This is an optimization exercise on Yosys and OpenROAD, whose aim is small area, a short achievable clock period and few clock cycles per item, not a production implementation. Function was checked by simulation only, so behaviour that the tests miss may differ from the original. No driver is modelled on the clock port, so clock power and skew are understated where the tree is cut down; a real chip needs a root buffer or a tree.

## oak
## sys
module sys (
	clk,
	reset,
	addr,
	din,
	dout,
	req,
	wr,
	rdy,
	seed0,
	seed1,
	seed2,
	seed3,
	range
);
Size in the first run: roughly 520 I/O pins.
clock: 3.2 ns
lec_check: 0
cap_margin: 20
core_margin: 2
core_utilization: 65
place_density: 0.8
setup_slack_margin: 1.9
slew_margin: 20
standard.sh (not shown) runs the stock make flow with config.mk's settings and CLKGATE_MAP_FILE= SYNTH_SCRIPT=/design/flow/synth_recipe.tcl, a recipe that flattens the netlist after the stock synthesis.
==> flow/flow/run.sh <==
#!/bin/bash
# Standard ORFS layout with two changes:
#  - port buffers are buf_1 cells (buffer_ports otherwise picks
#    clkdlybuf4s50_1, a slow delay cell);
#  - the clock tree is built by flow/cts.tcl (two buffer levels) instead of
#    TritonCTS (three levels), which lowers the clock latency.
# Each step's full output goes to make_<step>.log here; ORFS's own logs are
# under orfs/logs.
set -euo pipefail
here=$(pwd)
export CTREE_TCL=$here/flow/ctree.tcl
A=(BUFFER_PORTS_ARGS="-buffer_cell sky130_fd_sc_hd__buf_1")
bash standard.sh "${A[@]}" place > make_place.log 2>&1
bash standard.sh "${A[@]}" run RUN_SCRIPT="$here/flow/cts.tcl" RUN_LOG_NAME_STEM=4_1_cts > make_cts.log 2>&1
bash standard.sh "${A[@]}" finish > make_finish.log 2>&1
==> flow/flow/ctree.tcl <==
# Custom two-level clock tree: the clock port drives NMID buffers, each of
# which drives NLEAF/NMID leaf buffers; each leaf drives one cluster of
# flip-flops. Clusters come from splitting the sinks into equal-count
# columns by x, then each column into equal-count groups by y.
proc ctree_build {clk_port nmid_x nmid_y nleaf_x nleaf_y mid_cell leaf_cell} {
  set block [ord::get_db_block]
  set net [[$block findBTerm $clk_port] getNet]
  set sinks {}
  foreach it [$net getITerms] {
    set inst [$it getInst]
    set bb [$inst getBBox]
    set x [expr {([$bb xMin] + [$bb xMax]) / 2}]
    set y [expr {([$bb yMin] + [$bb yMax]) / 2}]
    lappend sinks [list $x $y [$inst getName] [[$it getMTerm] getName]]
  }
  set n [llength $sinks]
  puts "ctree: $n sinks"
  # split into nmid_x*nleaf_x columns, then each into nmid_y*nleaf_y rows
  set ncol [expr {$nmid_x * $nleaf_x}]
  set nrow [expr {$nmid_y * $nleaf_y}]
  set byx [lsort -integer -index 0 $sinks]
  set leaves {}
  for {set c 0} {$c < $ncol} {incr c} {
    set lo [expr {($c * $n) / $ncol}]
    set hi [expr {(($c + 1) * $n) / $ncol - 1}]
    set col [lsort -integer -index 1 [lrange $byx $lo $hi]]
    set m [llength $col]
    for {set r 0} {$r < $nrow} {incr r} {
      set lo2 [expr {($r * $m) / $nrow}]
      set hi2 [expr {(($r + 1) * $m) / $nrow - 1}]
      lappend leaves [list $c $r [lrange $col $lo2 $hi2]]
    }
  }
  set site_w 460
  set row_h 2720
  # leaf buffers
  set li 0
  array set mids {}
  foreach lf $leaves {
    lassign $lf c r members
    set sx 0; set sy 0
    foreach s $members { incr sx [lindex $s 0]; incr sy [lindex $s 1] }
    set cx [expr {$sx / [llength $members]}]
    set cy [expr {$sy / [llength $members]}]
    set name "ctree_leaf_$li"
    set nname "ctree_leafnet_$li"
    make_instance $name $leaf_cell
    odb::dbNet_create $block $nname
    foreach s $members {
      set pin "[lindex $s 2]/[lindex $s 3]"
      disconnect_pin $clk_port $pin
      connect_pin $nname $pin
    }
    connect_pin $nname $name/X
    set inst [$block findInst $name]
    $inst setLocation [expr {($cx / $site_w) * $site_w}] [expr {($cy / $row_h) * $row_h}]
    $inst setPlacementStatus PLACED
    [$block findNet $nname] setSigType CLOCK
    set mx [expr {$c / $nleaf_x}]
    set my [expr {$r / $nleaf_y}]
    lappend mids($mx,$my) [list $name $cx $cy]
    incr li
  }
  # mid buffers
  set mi 0
  foreach key [lsort [array names mids]] {
    set sx 0; set sy 0
    foreach l $mids($key) { incr sx [lindex $l 1]; incr sy [lindex $l 2] }
    set k [llength $mids($key)]
    set cx [expr {$sx / $k}]; set cy [expr {$sy / $k}]
    set name "ctree_mid_$mi"
    set nname "ctree_midnet_$mi"
    make_instance $name $mid_cell
    odb::dbNet_create $block $nname
    foreach l $mids($key) { connect_pin $nname [lindex $l 0]/A }
    connect_pin $nname $name/X
    connect_pin $clk_port $name/A
    set inst [$block findInst $name]
    $inst setLocation [expr {($cx / $site_w) * $site_w}] [expr {($cy / $row_h) * $row_h}]
    $inst setPlacementStatus PLACED
    [$block findNet $nname] setSigType CLOCK
    incr mi
  }
  $net setSigType CLOCK
  puts "ctree: $li leaf buffers, $mi mid buffers"
}
==> flow/flow/cts.tcl <==
# ORFS's cts.tcl with TritonCTS replaced by a two-level clock tree built by
# ctree.tcl (clock port -> 4 buffers -> 16 leaf buffers -> flip-flops).
utl::set_metrics_stage "cts__{}"
source $::env(SCRIPTS_DIR)/load.tcl
erase_non_stage_variables cts
load_design 3_place.odb 3_place.sdc

repair_clock_inverters

set_dont_use $::env(DONT_USE_CELLS)

source $::env(CTREE_TCL)
ctree_build clk 2 2 2 2 sky130_fd_sc_hd__clkbuf_16 sky130_fd_sc_hd__clkbuf_16
set_propagated_clock [all_clocks]

estimate_parasitics -placement

set_placement_padding -global \
  -left $::env(CELL_PAD_IN_SITES_DETAIL_PLACEMENT) \
  -right $::env(CELL_PAD_IN_SITES_DETAIL_PLACEMENT)
detailed_placement
estimate_parasitics -placement

repair_timing_helper
detailed_placement
check_placement -verbose

report_clock_latency
report_metrics 4 "cts final"

orfs_write_db $::env(RESULTS_DIR)/4_1_cts.odb
orfs_write_sdc $::env(RESULTS_DIR)/4_cts.sdc
Testbench counts of oak, summed over its fixed seeds: cycles 128,027, items 16,000.
> inputs changed (oak -> pine)
--- a/flow/flow/run.sh
+++ b/flow/flow/run.sh
@@ -6 +6,2 @@
-#    TritonCTS (three levels), which lowers the clock latency.
+#    TritonCTS (three levels of buffers): two levels of clock inverters,
+#    which lowers the clock latency.
@@ -11,0 +13 @@
+export PULL_TCL=$here/flow/pull.tcl
--- a/flow/flow/ctree.tcl
+++ b/flow/flow/ctree.tcl
@@ -4,0 +5,8 @@
+proc ctree_outpin {cell} {
+  set m [[ord::get_db] findMaster $cell]
+  foreach mt [$m getMTerms] {
+    if {[$mt getIoType] eq "OUTPUT"} { return [$mt getName] }
+  }
+  error "no output pin on $cell"
+}
+
@@ -6,0 +15,2 @@
+  set leaf_out [ctree_outpin $leaf_cell]
+  if {$mid_cell ne "none"} { set mid_out [ctree_outpin $mid_cell] }
@@ -54 +64 @@
-    connect_pin $nname $name/X
+    connect_pin $nname $name/$leaf_out
@@ -65,0 +76,8 @@
+  if {$mid_cell eq "none"} {
+    foreach key [lsort [array names mids]] {
+      foreach l $mids($key) { connect_pin $clk_port [lindex $l 0]/A }
+    }
+    $net setSigType CLOCK
+    puts "ctree: $li leaf buffers driven by the port"
+    return
+  }
@@ -76 +94 @@
-    connect_pin $nname $name/X
+    connect_pin $nname $name/$mid_out
--- a/flow/flow/cts.tcl
+++ b/flow/flow/cts.tcl
@@ -2 +2,3 @@
-# ctree.tcl (clock port -> 4 buffers -> 16 leaf buffers -> flip-flops).
+# ctree.tcl (clock port -> 4 inverters -> 16 leaf inverters -> flip-flops).
+# Before that, pull.tcl moves each output port's flip-flop next to the
+# port's buffer.
@@ -13 +15,3 @@
-ctree_build clk 2 2 2 2 sky130_fd_sc_hd__clkbuf_16 sky130_fd_sc_hd__clkbuf_16
+source $::env(PULL_TCL)
+pull_output_flops
+ctree_build clk 2 2 2 2 sky130_fd_sc_hd__clkinv_16 sky130_fd_sc_hd__clkinv_16
==> flow/flow/pull.tcl (new file) <==
# Move the flip-flop that drives each output port's buffer next to that
# buffer, so the flip-flop's output wire is short.
proc pull_output_flops {} {
  set block [ord::get_db_block]
  set n 0
  foreach bt [$block getBTerms] {
    if {[$bt getIoType] ne "OUTPUT"} { continue }
    set net [$bt getNet]
    if {$net eq "NULL"} { continue }
    set buf ""
    foreach it [$net getITerms] { if {[$it isOutputSignal]} { set buf [$it getInst] } }
    if {$buf eq ""} { continue }
    set in_net ""
    foreach it [$buf getITerms] { if {[$it isInputSignal]} { set in_net [$it getNet] } }
    if {$in_net eq "" || $in_net eq "NULL"} { continue }
    set drv ""
    foreach it [$in_net getITerms] { if {[$it isOutputSignal]} { set drv [$it getInst] } }
    if {$drv eq ""} { continue }
    if {![[$drv getMaster] isSequential]} { continue }
    if {[llength [$in_net getITerms]] != 2} { continue }
    set loc [$buf getLocation]
    $drv setLocation [lindex $loc 0] [lindex $loc 1]
    incr n
  }
  puts "pull_output_flops: moved $n flip-flops"
}
--- a/flow/config.mk
+++ b/flow/config.mk
@@ -12 +12 @@
-export SETUP_SLACK_MARGIN = 1.9
+export SETUP_SLACK_MARGIN = 1.75
Results
- met5 as the uppermost signal routing layer after detailed routing was reported by pine, and met4 by oak.
- Summary of pine over oak: routed wire length increased about 1.3%, final worst setup slack picked up an extra 11 ps, fraction of the core area covered by cells at the end of the flow fell by 4.1 points, proportion of cell area occupied by registers now larger.
In every run of this note, the design's own scripts or RTL, not TritonCTS, make the clock network.

## afterwards: timing with drivers on the ports
The results above use ideal ports. As a check the final layouts listed here were re-extracted and re-timed, cells and wires unchanged. Step 1 sets driving cells, clkbuf_16 on the clock port and buf_2 on the other inputs (assumed; they add their load-dependent delay and slew). Step 2 times the ports against the registers' clock, not the clock port: input delays grow and output delays shrink by t, the midpoint of the rising clock arrivals with the driver on. a / b / c = no drivers / after step 1 / after step 2; a / b = the first two.
| run | shift t [ns] | setup slack, ns | worst hold slack (ns) | latest minus earliest clock arrival (ns) |
|---|---|---|---|---|
| oak | 0.427 | 1.740 / 1.633 / 1.458 | 0.393 / 0.393 / 0.393 | 0.019 / 0.019 |
| pine | 0.450 | 1.751 / 1.535 / 1.494 | 0.405 / 0.372 / 0.405 | 0.017 / 0.017 |
After both steps setup and hold are still met in every run listed. The setup slack of oak, which loses most, moves by -0.107 ns with the drivers and by -0.282 ns with both steps.
